What follows belongs to an exercise in optimizing a design on an open flow for small area, a short achievable clock period and few clock cycles per item; a production flow would make more cautious choices.
Only simulation tests tie the RTL to the original design; equivalence was not proved.
The flow treats the clock pin as an ideal source. Dropping or thinning the clock tree relies on that and would not hold on a real chip.
Power and IR drop assume default switching activity.

==> trial 19: inputs <==
==> flow/design.v <==
module divider (clk, quot, rem, fin, dvdend, dvsor, reset);
	output [31:0] quot;
	output [63:0] rem;
	output fin;
	input [63:0] dvdend;
	input [31:0] dvsor;
	input clk, reset;
	reg [31:0] r;     
	reg [31:0] q;     
	reg [4:0] cnt;    
	reg ld;           
	reg fin;
	reg [31:0] d;     
	wire [31:0] a = {r[30:0], q[31]};
	wire [31:0] p = a ^ ~d;
	wire [31:0] g0 = {a[31:1] & ~d[31:1], a[0] | ~d[0]};
	wire [31:0] p0 = p;
	wire g1_1 = g0[1] | (p0[1] & g0[0]);
	wire p1_1 = p0[1] & p0[0];
	wire g1_3 = g0[3] | (p0[3] & g0[2]);
	wire p1_3 = p0[3] & p0[2];
	wire g1_5 = g0[5] | (p0[5] & g0[4]);
	wire p1_5 = p0[5] & p0[4];
	wire g1_7 = g0[7] | (p0[7] & g0[6]);
	wire p1_7 = p0[7] & p0[6];
	wire g1_9 = g0[9] | (p0[9] & g0[8]);
	wire p1_9 = p0[9] & p0[8];
	wire g1_11 = g0[11] | (p0[11] & g0[10]);
	wire p1_11 = p0[11] & p0[10];
	wire g1_13 = g0[13] | (p0[13] & g0[12]);
	wire p1_13 = p0[13] & p0[12];
	wire g1_15 = g0[15] | (p0[15] & g0[14]);
	wire p1_15 = p0[15] & p0[14];
	wire g1_17 = g0[17] | (p0[17] & g0[16]);
	wire p1_17 = p0[17] & p0[16];
	wire g1_19 = g0[19] | (p0[19] & g0[18]);
	wire p1_19 = p0[19] & p0[18];
	wire g1_21 = g0[21] | (p0[21] & g0[20]);
	wire p1_21 = p0[21] & p0[20];
	wire g1_23 = g0[23] | (p0[23] & g0[22]);
	wire p1_23 = p0[23] & p0[22];
	wire g1_25 = g0[25] | (p0[25] & g0[24]);
	wire p1_25 = p0[25] & p0[24];
	wire g1_27 = g0[27] | (p0[27] & g0[26]);
	wire p1_27 = p0[27] & p0[26];
	wire g1_29 = g0[29] | (p0[29] & g0[28]);
	wire p1_29 = p0[29] & p0[28];
	wire g1_31 = g0[31] | (p0[31] & g0[30]);
	wire p1_31 = p0[31] & p0[30];
	wire g2_2 = g0[2] | (p0[2] & g1_1);
	wire p2_2 = p0[2] & p1_1;
	wire g2_3 = g1_3 | (p1_3 & g1_1);
	wire p2_3 = p1_3 & p1_1;
	wire g2_6 = g0[6] | (p0[6] & g1_5);
	wire p2_6 = p0[6] & p1_5;
	wire g2_7 = g1_7 | (p1_7 & g1_5);
	wire p2_7 = p1_7 & p1_5;
	wire g2_10 = g0[10] | (p0[10] & g1_9);
	wire p2_10 = p0[10] & p1_9;
	wire g2_11 = g1_11 | (p1_11 & g1_9);
	wire p2_11 = p1_11 & p1_9;
	wire g2_14 = g0[14] | (p0[14] & g1_13);
	wire p2_14 = p0[14] & p1_13;
	wire g2_15 = g1_15 | (p1_15 & g1_13);
	wire p2_15 = p1_15 & p1_13;
	wire g2_18 = g0[18] | (p0[18] & g1_17);
	wire p2_18 = p0[18] & p1_17;
	wire g2_19 = g1_19 | (p1_19 & g1_17);
	wire p2_19 = p1_19 & p1_17;
	wire g2_22 = g0[22] | (p0[22] & g1_21);
	wire p2_22 = p0[22] & p1_21;
	wire g2_23 = g1_23 | (p1_23 & g1_21);
	wire p2_23 = p1_23 & p1_21;
	wire g2_26 = g0[26] | (p0[26] & g1_25);
	wire p2_26 = p0[26] & p1_25;
	wire g2_27 = g1_27 | (p1_27 & g1_25);
	wire p2_27 = p1_27 & p1_25;
	wire g2_30 = g0[30] | (p0[30] & g1_29);
	wire p2_30 = p0[30] & p1_29;
	wire g2_31 = g1_31 | (p1_31 & g1_29);
	wire p2_31 = p1_31 & p1_29;
	wire g3_4 = g0[4] | (p0[4] & g2_3);
	wire p3_4 = p0[4] & p2_3;
	wire g3_5 = g1_5 | (p1_5 & g2_3);
	wire p3_5 = p1_5 & p2_3;
	wire g3_6 = g2_6 | (p2_6 & g2_3);
	wire p3_6 = p2_6 & p2_3;
	wire g3_7 = g2_7 | (p2_7 & g2_3);
	wire p3_7 = p2_7 & p2_3;
	wire g3_12 = g0[12] | (p0[12] & g2_11);
	wire p3_12 = p0[12] & p2_11;
	wire g3_13 = g1_13 | (p1_13 & g2_11);
	wire p3_13 = p1_13 & p2_11;
	wire g3_14 = g2_14 | (p2_14 & g2_11);
	wire p3_14 = p2_14 & p2_11;
	wire g3_15 = g2_15 | (p2_15 & g2_11);
	wire p3_15 = p2_15 & p2_11;
	wire g3_20 = g0[20] | (p0[20] & g2_19);
	wire p3_20 = p0[20] & p2_19;
	wire g3_21 = g1_21 | (p1_21 & g2_19);
	wire p3_21 = p1_21 & p2_19;
	wire g3_22 = g2_22 | (p2_22 & g2_19);
	wire p3_22 = p2_22 & p2_19;
	wire g3_23 = g2_23 | (p2_23 & g2_19);
	wire p3_23 = p2_23 & p2_19;
	wire g3_28 = g0[28] | (p0[28] & g2_27);
	wire p3_28 = p0[28] & p2_27;
	wire g3_29 = g1_29 | (p1_29 & g2_27);
	wire p3_29 = p1_29 & p2_27;
	wire g3_30 = g2_30 | (p2_30 & g2_27);
	wire p3_30 = p2_30 & p2_27;
	wire g3_31 = g2_31 | (p2_31 & g2_27);
	wire p3_31 = p2_31 & p2_27;
	wire g4_8 = g0[8] | (p0[8] & g3_7);
	wire p4_8 = p0[8] & p3_7;
	wire g4_9 = g1_9 | (p1_9 & g3_7);
	wire p4_9 = p1_9 & p3_7;
	wire g4_10 = g2_10 | (p2_10 & g3_7);
	wire p4_10 = p2_10 & p3_7;
	wire g4_11 = g2_11 | (p2_11 & g3_7);
	wire p4_11 = p2_11 & p3_7;
	wire g4_12 = g3_12 | (p3_12 & g3_7);
	wire p4_12 = p3_12 & p3_7;
	wire g4_13 = g3_13 | (p3_13 & g3_7);
	wire p4_13 = p3_13 & p3_7;
	wire g4_14 = g3_14 | (p3_14 & g3_7);
	wire p4_14 = p3_14 & p3_7;
	wire g4_15 = g3_15 | (p3_15 & g3_7);
	wire p4_15 = p3_15 & p3_7;
	wire g4_24 = g0[24] | (p0[24] & g3_23);
	wire p4_24 = p0[24] & p3_23;
	wire g4_25 = g1_25 | (p1_25 & g3_23);
	wire p4_25 = p1_25 & p3_23;
	wire g4_26 = g2_26 | (p2_26 & g3_23);
	wire p4_26 = p2_26 & p3_23;
	wire g4_27 = g2_27 | (p2_27 & g3_23);
	wire p4_27 = p2_27 & p3_23;
	wire g4_28 = g3_28 | (p3_28 & g3_23);
	wire p4_28 = p3_28 & p3_23;
	wire g4_29 = g3_29 | (p3_29 & g3_23);
	wire p4_29 = p3_29 & p3_23;
	wire g4_30 = g3_30 | (p3_30 & g3_23);
	wire p4_30 = p3_30 & p3_23;
	wire g4_31 = g3_31 | (p3_31 & g3_23);
	wire p4_31 = p3_31 & p3_23;
	wire g5_16 = g0[16] | (p0[16] & g4_15);
	wire p5_16 = p0[16] & p4_15;
	wire g5_17 = g1_17 | (p1_17 & g4_15);
	wire p5_17 = p1_17 & p4_15;
	wire g5_18 = g2_18 | (p2_18 & g4_15);
	wire p5_18 = p2_18 & p4_15;
	wire g5_19 = g2_19 | (p2_19 & g4_15);
	wire p5_19 = p2_19 & p4_15;
	wire g5_20 = g3_20 | (p3_20 & g4_15);
	wire p5_20 = p3_20 & p4_15;
	wire g5_21 = g3_21 | (p3_21 & g4_15);
	wire p5_21 = p3_21 & p4_15;
	wire g5_22 = g3_22 | (p3_22 & g4_15);
	wire p5_22 = p3_22 & p4_15;
	wire g5_23 = g3_23 | (p3_23 & g4_15);
	wire p5_23 = p3_23 & p4_15;
	wire g5_24 = g4_24 | (p4_24 & g4_15);
	wire p5_24 = p4_24 & p4_15;
	wire g5_25 = g4_25 | (p4_25 & g4_15);
	wire p5_25 = p4_25 & p4_15;
	wire g5_26 = g4_26 | (p4_26 & g4_15);
	wire p5_26 = p4_26 & p4_15;
	wire g5_27 = g4_27 | (p4_27 & g4_15);
	wire p5_27 = p4_27 & p4_15;
	wire g5_28 = g4_28 | (p4_28 & g4_15);
	wire p5_28 = p4_28 & p4_15;
	wire g5_29 = g4_29 | (p4_29 & g4_15);
	wire p5_29 = p4_29 & p4_15;
	wire g5_30 = g4_30 | (p4_30 & g4_15);
	wire p5_30 = p4_30 & p4_15;
	wire g5_31 = g4_31 | (p4_31 & g4_15);
	wire p5_31 = p4_31 & p4_15;
	wire [31:0] c = {g5_30, g5_29, g5_28, g5_27, g5_26, g5_25, g5_24, g5_23, g5_22, g5_21, g5_20, g5_19, g5_18, g5_17, g5_16, g4_15, g4_14, g4_13, g4_12, g4_11, g4_10, g4_9, g4_8, g3_7, g3_6, g3_5, g3_4, g2_3, g2_2, g1_1, g0[0], 1'b1};    
	wire [31:0] diff = p ^ c;
	wire nb = r[31] | g5_31;    
	always @(posedge clk) begin
		ld <= reset;
		d <= dvsor;
		if (reset) begin
			fin <= 1'b0;
			cnt <= 5'd0;
		end else if (!ld) begin
			cnt <= cnt + 5'd1;
			if (cnt == 5'd31)
				fin <= 1'b1;
		end
		if (ld) begin
			r <= dvdend[63:32];
			q <= dvdend[31:0];
		end else begin
			r <= nb ? diff : a;
			q <= {q[30:0], nb};
		end
	end
	assign quot = q;
	assign rem = {r, 32'h0};
endmodule
==> flow/flow/run.sh <==
#!/bin/bash
# Standard layout, with the port buffers made of the smallest buffer cell.
set -euo pipefail
export BUFFER_PORTS_ARGS="-buffer_cell sky130_fd_sc_hd__buf_1"
export SKIP_REPAIR_TIE_FANOUT=1
export PRE_CTS_TCL="$PWD/flow/pre_cts.tcl"
export MANUAL_CTS_NBUF=4
bash standard.sh > standard.log 2>&1
==> flow/flow/pre_cts.tcl <==
# A one-level clock tree, built in place of TritonCTS's: the clock port
# drives NBUF clkbuf_16 buffers, each placed at the centre of one group of
# flip-flops and driving that group's clock pins. Every register sees the
# same single buffer stage, so no register's clock is deliberately skewed.
set nbuf $::env(MANUAL_CTS_NBUF)
set block [ord::get_db_block]
set db [ord::get_db]
set clk_net [$block findNet clk]

set pts {}
foreach it [$clk_net getITerms] {
  set bb [[$it getInst] getBBox]
  lappend pts [list $it [expr {([$bb xMin] + [$bb xMax]) / 2.0}] [expr {([$bb yMin] + [$bb yMax]) / 2.0}]]
}

# Recursive bisection at the median, across the longer side of each group's
# bounding box, into nbuf groups of equal size (nbuf a power of two).
proc bisect {pts n} {
  if {$n <= 1 || [llength $pts] < 2} { return [list $pts] }
  set xs {}; set ys {}
  foreach p $pts { lappend xs [lindex $p 1]; lappend ys [lindex $p 2] }
  set dx [expr {[tcl::mathfunc::max {*}$xs] - [tcl::mathfunc::min {*}$xs]}]
  set dy [expr {[tcl::mathfunc::max {*}$ys] - [tcl::mathfunc::min {*}$ys]}]
  set axis [expr {$dx >= $dy ? 1 : 2}]
  set sorted [lsort -real -index $axis $pts]
  set h [expr {[llength $sorted] / 2}]
  set half [expr {$n / 2}]
  return [concat [bisect [lrange $sorted 0 [expr {$h - 1}]] $half] [bisect [lrange $sorted $h end] $half]]
}
set groups [bisect $pts $nbuf]
set cents {}
foreach g $groups {
  set sx 0.0; set sy 0.0
  foreach p $g { set sx [expr {$sx + [lindex $p 1]}]; set sy [expr {$sy + [lindex $p 2]}] }
  set n [llength $g]
  lappend cents [list [expr {$sx / $n}] [expr {$sy / $n}]]
}
set nbuf [llength $groups]

set bufcell sky130_fd_sc_hd__clkbuf_16
if {[info exists ::env(MANUAL_CTS_BUF)]} { set bufcell $::env(MANUAL_CTS_BUF) }
set master [$db findMaster $bufcell]
for {set k 0} {$k < $nbuf} {incr k} {
  set g [lindex $groups $k]
  if {[llength $g] == 0} { continue }
  set b [odb::dbInst_create $block $master "clkbuf_man_$k"]
  set n [odb::dbNet_create $block "clknet_man_$k"]
  $n setSigType CLOCK
  [$b findITerm A] connect $clk_net
  [$b findITerm X] connect $n
  foreach p $g {
    set it [lindex $p 0]
    $it disconnect
    $it connect $n
  }
  set c [lindex $cents $k]
  $b setLocation [expr {int([lindex $c 0] - [$master getWidth] / 2)}] [expr {int([lindex $c 1] - [$master getHeight] / 2)}]
  $b setPlacementStatus PLACED
  puts "manual clock tree: clkbuf_man_$k drives [llength $g] clock pins"
}

# The tree is built: TritonCTS has nothing left to do.
proc clock_tree_synthesis {args} {
  set_propagated_clock [all_clocks]
  puts "clock_tree_synthesis skipped: the clock tree was built by flow/pre_cts.tcl"
}
==> flow/standard.sh <==
#!/bin/bash
# synth_recipe.tcl (not shown) runs the flow's synth.tcl, then flattens the netlist and writes it again
# the make line also repeats each setting of config.mk as NAME=value (left out here)
make -C /OpenROAD-flow-scripts/flow DESIGN_CONFIG=/design/flow/config.mk WORK_HOME=/design/flow/orfs CLKGATE_MAP_FILE= SYNTH_SCRIPT=/design/flow/synth_recipe.tcl "${@:-finish}"
==> flow/config.mk <==
export PLATFORM = sky130hd
export DESIGN_NAME = divider
export DESIGN_NICKNAME = divider
export VERILOG_FILES = /design/flow/design.v
export SDC_FILE = /design/flow/constraint.sdc
export NUM_CORES = 4
export LEC_CHECK = 0
export ABC_AREA = 1
export CAP_MARGIN = 20
export CORE_MARGIN = 2
export CORE_UTILIZATION = 55
export PLACE_DENSITY = 0.7
export SETUP_SLACK_MARGIN = 4.65
export SLEW_MARGIN = 20
==> flow/constraint.sdc <==
create_clock -name core_clock -period 7.0 [get_ports {clk}]
set_input_delay 1.4000 -clock core_clock [delete_from_list [all_inputs] [get_ports {clk}]]
set_output_delay 1.4000 -clock core_clock [all_outputs]
set_load 0.01 [all_outputs]
==> trial 95 (differences from trial 19) <==
==> flow/flow/run.sh (replaced) <==
#!/bin/bash
# Standard layout, with the port buffers made of the smallest buffer cell.
set -euo pipefail
export BUFFER_PORTS_ARGS="-buffer_cell sky130_fd_sc_hd__buf_1"
bash standard.sh > standard.log 2>&1
Settings changed: ABC_AREA 1 to default, CORE_UTILIZATION 55 to 60, PLACE_DENSITY 0.7 to 0.75, SETUP_SLACK_MARGIN 4.65 to 5.
removed: flow/flow/pre_cts.tcl
==> flow_summary.json <==
{
  "status": "complete, no violations",
  "nNetsFinal": 859,
  "multi_input_cells": 362,
  "holdPathStages": 1,
  "dpl_cell_area_um2": 5620,
  "pwr-share-clk": 0.114,
  "regArea_um2": 2190,
  "grt_max_degree": 67,
  "fill_cells": 333,
  "power.internal_w": 0.00200,
  "drtPass1Iterations": 7,
  "use_met1": 0.350,
  "post_cts_buffers": 33,
  "synth-simple-area-share": 0.130
}
# the run above: trial 95

==> flow_summary.json <==
{
  "fill_cells": 928,
  "drtPass1Iterations": 4,
  "grtUsageMet2": 0.440,
  "regArea_um2": 2060,
  "power_density_nw_per_um2": 378,
  "rsz0062_at_grt": "true",
  "synth-simple-area-share": 0.331,
  "p_comb_frac": 0.544,
  "holdPathStages": 2,
  "status": "complete, no violations",
  "stdcell_area_um2": 6180,
  "pwr-share-clk": 0.110,
  "grt_max_degree": 89,
  "dpl_cell_area_um2": 5880,
  "netlist-cell-type-count": 30,
  "initial_core_util": 0.562,
  "nNetsFinal": 1052
}
# the run above: trial 19

Testbench counts of trial 19, summed over its fixed seeds: cycles 108,800, items 3,200.
Testbench counts of trial 95, summed over its fixed seeds: cycles 108,800, items 3,200.
The clock cells of trial 19 come from the design's own scripts or RTL, not from TritonCTS.

* * *

==> trial 61 <==
Starts from the design.v that is shown in full above.
Settings: LEC_CHECK=0, ABC_AREA=1, CAP_MARGIN=20, CORE_MARGIN=2, CORE_UTILIZATION=40, SETUP_SLACK_MARGIN=4.3, SLEW_MARGIN=20; clock period 7.0 ns.
standard.sh (not shown) runs the stock make flow with config.mk's settings and CLKGATE_MAP_FILE= SYNTH_SCRIPT=/design/flow/synth_recipe.tcl, a recipe that flattens the netlist after the stock synthesis.
==> flow/flow/run.sh <==
#!/bin/bash
# Standard layout, with the port buffers made of the smallest buffer cell.
set -euo pipefail
export BUFFER_PORTS_ARGS="-buffer_cell sky130_fd_sc_hd__buf_1"
export SKIP_REPAIR_TIE_FANOUT=1
bash standard.sh > standard.log 2>&1
==> build 1: changes against trial 61 <==
--- a/flow/config.mk
+++ b/flow/config.mk
@@ -8,6 +8,6 @@
 export ABC_AREA = 1
 export CAP_MARGIN = 20
 export CORE_MARGIN = 2
-export CORE_UTILIZATION = 40
-export SETUP_SLACK_MARGIN = 4.3
+export CORE_UTILIZATION = 55
+export SETUP_SLACK_MARGIN = 4.5
 export SLEW_MARGIN = 20
==> trial 32: changes against trial 61 <==
--- a/flow/flow/run.sh
+++ b/flow/flow/run.sh
@@ -3,4 +3,7 @@
 set -euo pipefail
 export BUFFER_PORTS_ARGS="-buffer_cell sky130_fd_sc_hd__buf_1"
 export SKIP_REPAIR_TIE_FANOUT=1
+export PRE_CTS_TCL="$PWD/flow/pre_cts.tcl"
+export MANUAL_CTS_NBUF=4
+export ADDER_MAP_FILE=
 bash standard.sh > standard.log 2>&1
==> flow/flow/pre_cts.tcl (new file) <==
# A one-level clock tree, built in place of TritonCTS's: the clock port
# drives NBUF clkbuf_16 buffers, each placed at the centre of one group of
# flip-flops and driving that group's clock pins. Every register sees the
# same single buffer stage, so no register's clock is deliberately skewed.
set nbuf $::env(MANUAL_CTS_NBUF)
set block [ord::get_db_block]
set db [ord::get_db]
set clk_net [$block findNet clk]

set pts {}
foreach it [$clk_net getITerms] {
  set bb [[$it getInst] getBBox]
  lappend pts [list $it [expr {([$bb xMin] + [$bb xMax]) / 2.0}] [expr {([$bb yMin] + [$bb yMax]) / 2.0}]]
}

# Recursive bisection at the median, across the longer side of each group's
# bounding box, into nbuf groups of equal size (nbuf a power of two).
proc bisect {pts n} {
  if {$n <= 1 || [llength $pts] < 2} { return [list $pts] }
  set xs {}; set ys {}
  foreach p $pts { lappend xs [lindex $p 1]; lappend ys [lindex $p 2] }
  set dx [expr {[tcl::mathfunc::max {*}$xs] - [tcl::mathfunc::min {*}$xs]}]
  set dy [expr {[tcl::mathfunc::max {*}$ys] - [tcl::mathfunc::min {*}$ys]}]
  set axis [expr {$dx >= $dy ? 1 : 2}]
  set sorted [lsort -real -index $axis $pts]
  set h [expr {[llength $sorted] / 2}]
  set half [expr {$n / 2}]
  return [concat [bisect [lrange $sorted 0 [expr {$h - 1}]] $half] [bisect [lrange $sorted $h end] $half]]
}
set groups [bisect $pts $nbuf]
set cents {}
foreach g $groups {
  set sx 0.0; set sy 0.0
  foreach p $g { set sx [expr {$sx + [lindex $p 1]}]; set sy [expr {$sy + [lindex $p 2]}] }
  set n [llength $g]
  lappend cents [list [expr {$sx / $n}] [expr {$sy / $n}]]
}
set nbuf [llength $groups]

set bufcell sky130_fd_sc_hd__clkbuf_16
if {[info exists ::env(MANUAL_CTS_BUF)]} { set bufcell $::env(MANUAL_CTS_BUF) }
set master [$db findMaster $bufcell]
for {set k 0} {$k < $nbuf} {incr k} {
  set g [lindex $groups $k]
  if {[llength $g] == 0} { continue }
  set b [odb::dbInst_create $block $master "clkbuf_man_$k"]
  set n [odb::dbNet_create $block "clknet_man_$k"]
  $n setSigType CLOCK
  [$b findITerm A] connect $clk_net
  [$b findITerm X] connect $n
  foreach p $g {
    set it [lindex $p 0]
    $it disconnect
    $it connect $n
  }
  set c [lindex $cents $k]
  $b setLocation [expr {int([lindex $c 0] - [$master getWidth] / 2)}] [expr {int([lindex $c 1] - [$master getHeight] / 2)}]
  $b setPlacementStatus PLACED
  puts "manual clock tree: clkbuf_man_$k drives [llength $g] clock pins"
}

# The tree is built: TritonCTS has nothing left to do.
proc clock_tree_synthesis {args} {
  set_propagated_clock [all_clocks]
  puts "clock_tree_synthesis skipped: the clock tree was built by flow/pre_cts.tcl"
}
--- a/flow/config.mk
+++ b/flow/config.mk
@@ -8,6 +8,6 @@
 export ABC_AREA = 1
 export CAP_MARGIN = 20
 export CORE_MARGIN = 2
-export CORE_UTILIZATION = 40
-export SETUP_SLACK_MARGIN = 4.3
+export CORE_UTILIZATION = 55
+export SETUP_SLACK_MARGIN = 4.8
 export SLEW_MARGIN = 20
==> summary.txt <==
Outcome
  • Status: complete, no violations

Detailed routing
  • Initial DRC count: ~170

Placement
  • Placer Congestion: roughly 0.82

Layout
  • Multi-input gate area: about 0.0028 mm^2
  • Layout cells sized above 1: 6.874%

Critical path
  • Critical path class: reg2out

Clocking
  • Clock tree sinks: 103
  • Clock Latency Late Sink: 0.38 ns

Floorplanning
  • Starting density of the core: 56.24%

Min path
  • Endpoint, Worst Hold: q[2]
[end of results for build 1]
==> summary.txt <==
Min path
  • Endpoint, Worst Hold: q[5]

Layout
  • Layout cells sized above 1: 5.223%

Clocking
  • Clock tree sinks: a little over 100

Placement
  • Placer Congestion: 0.7921

Outcome
  • Status: complete, no violations

Floorplanning
  • Starting density of the core: between 40 and 50%

Critical path
  • Setup crit start kind: register

Global routing
  • GR peak layer: met2
[end of results for trial 61]
==> summary.txt <==
Detailed routing
  • Initial DRC count: 257

Floorplanning
  • Starting density of the core: 56.78%

Placement
  • Placer Congestion: 0.8718

Outcome
  • Status: complete, no violations

Critical path
  • Critical path class: reg2out

Clocking
  • Clock Latency Late Sink: 0.17 ns
[end of results for trial 32]
Testbench counts of trial 61, summed over its fixed seeds: cycles 108,800, items 3,200.
Testbench counts of build 1, summed over its fixed seeds: cycles 108,800, items 3,200.
Testbench counts of trial 32, summed over its fixed seeds: cycles 108,800, items 3,200.
In trial 32 the design's own scripts or RTL, not TritonCTS, make the clock network.

[static timing again, ports no longer ideal]
The results above use ideal ports. As a check the final layouts listed here were re-extracted and re-timed, cells and wires unchanged. Step 1 sets driving cells, clkbuf_16 on the clock port and buf_2 on the other inputs (assumed; they add their load-dependent delay and slew). Step 2 moves the port delays by t, midway between the first and last clock arrival at a register: inputs arrive t later, outputs are due t later. That takes back most of the time a late clock gives input paths. Three values: no drivers, after step 1, after step 2; two values: the first two.
run	shift t [ns]	setup WS [ns]	worst register clock-pin slew, ns
trial 19	0.245	4.702 / 4.702 / 4.702	0.11 / 0.11
trial 95	0.420	4.306 / 4.306 / 4.306	0.13 / 0.13
trial 61	0.388	4.526 / 4.526 / 4.526	0.07 / 0.07
build 1	0.405	4.583 / 4.550 / 4.681	0.10 / 0.10
trial 32	0.242	4.839 / 4.758 / 4.921	0.11 / 0.11
After both steps setup and hold are still met in every run listed.
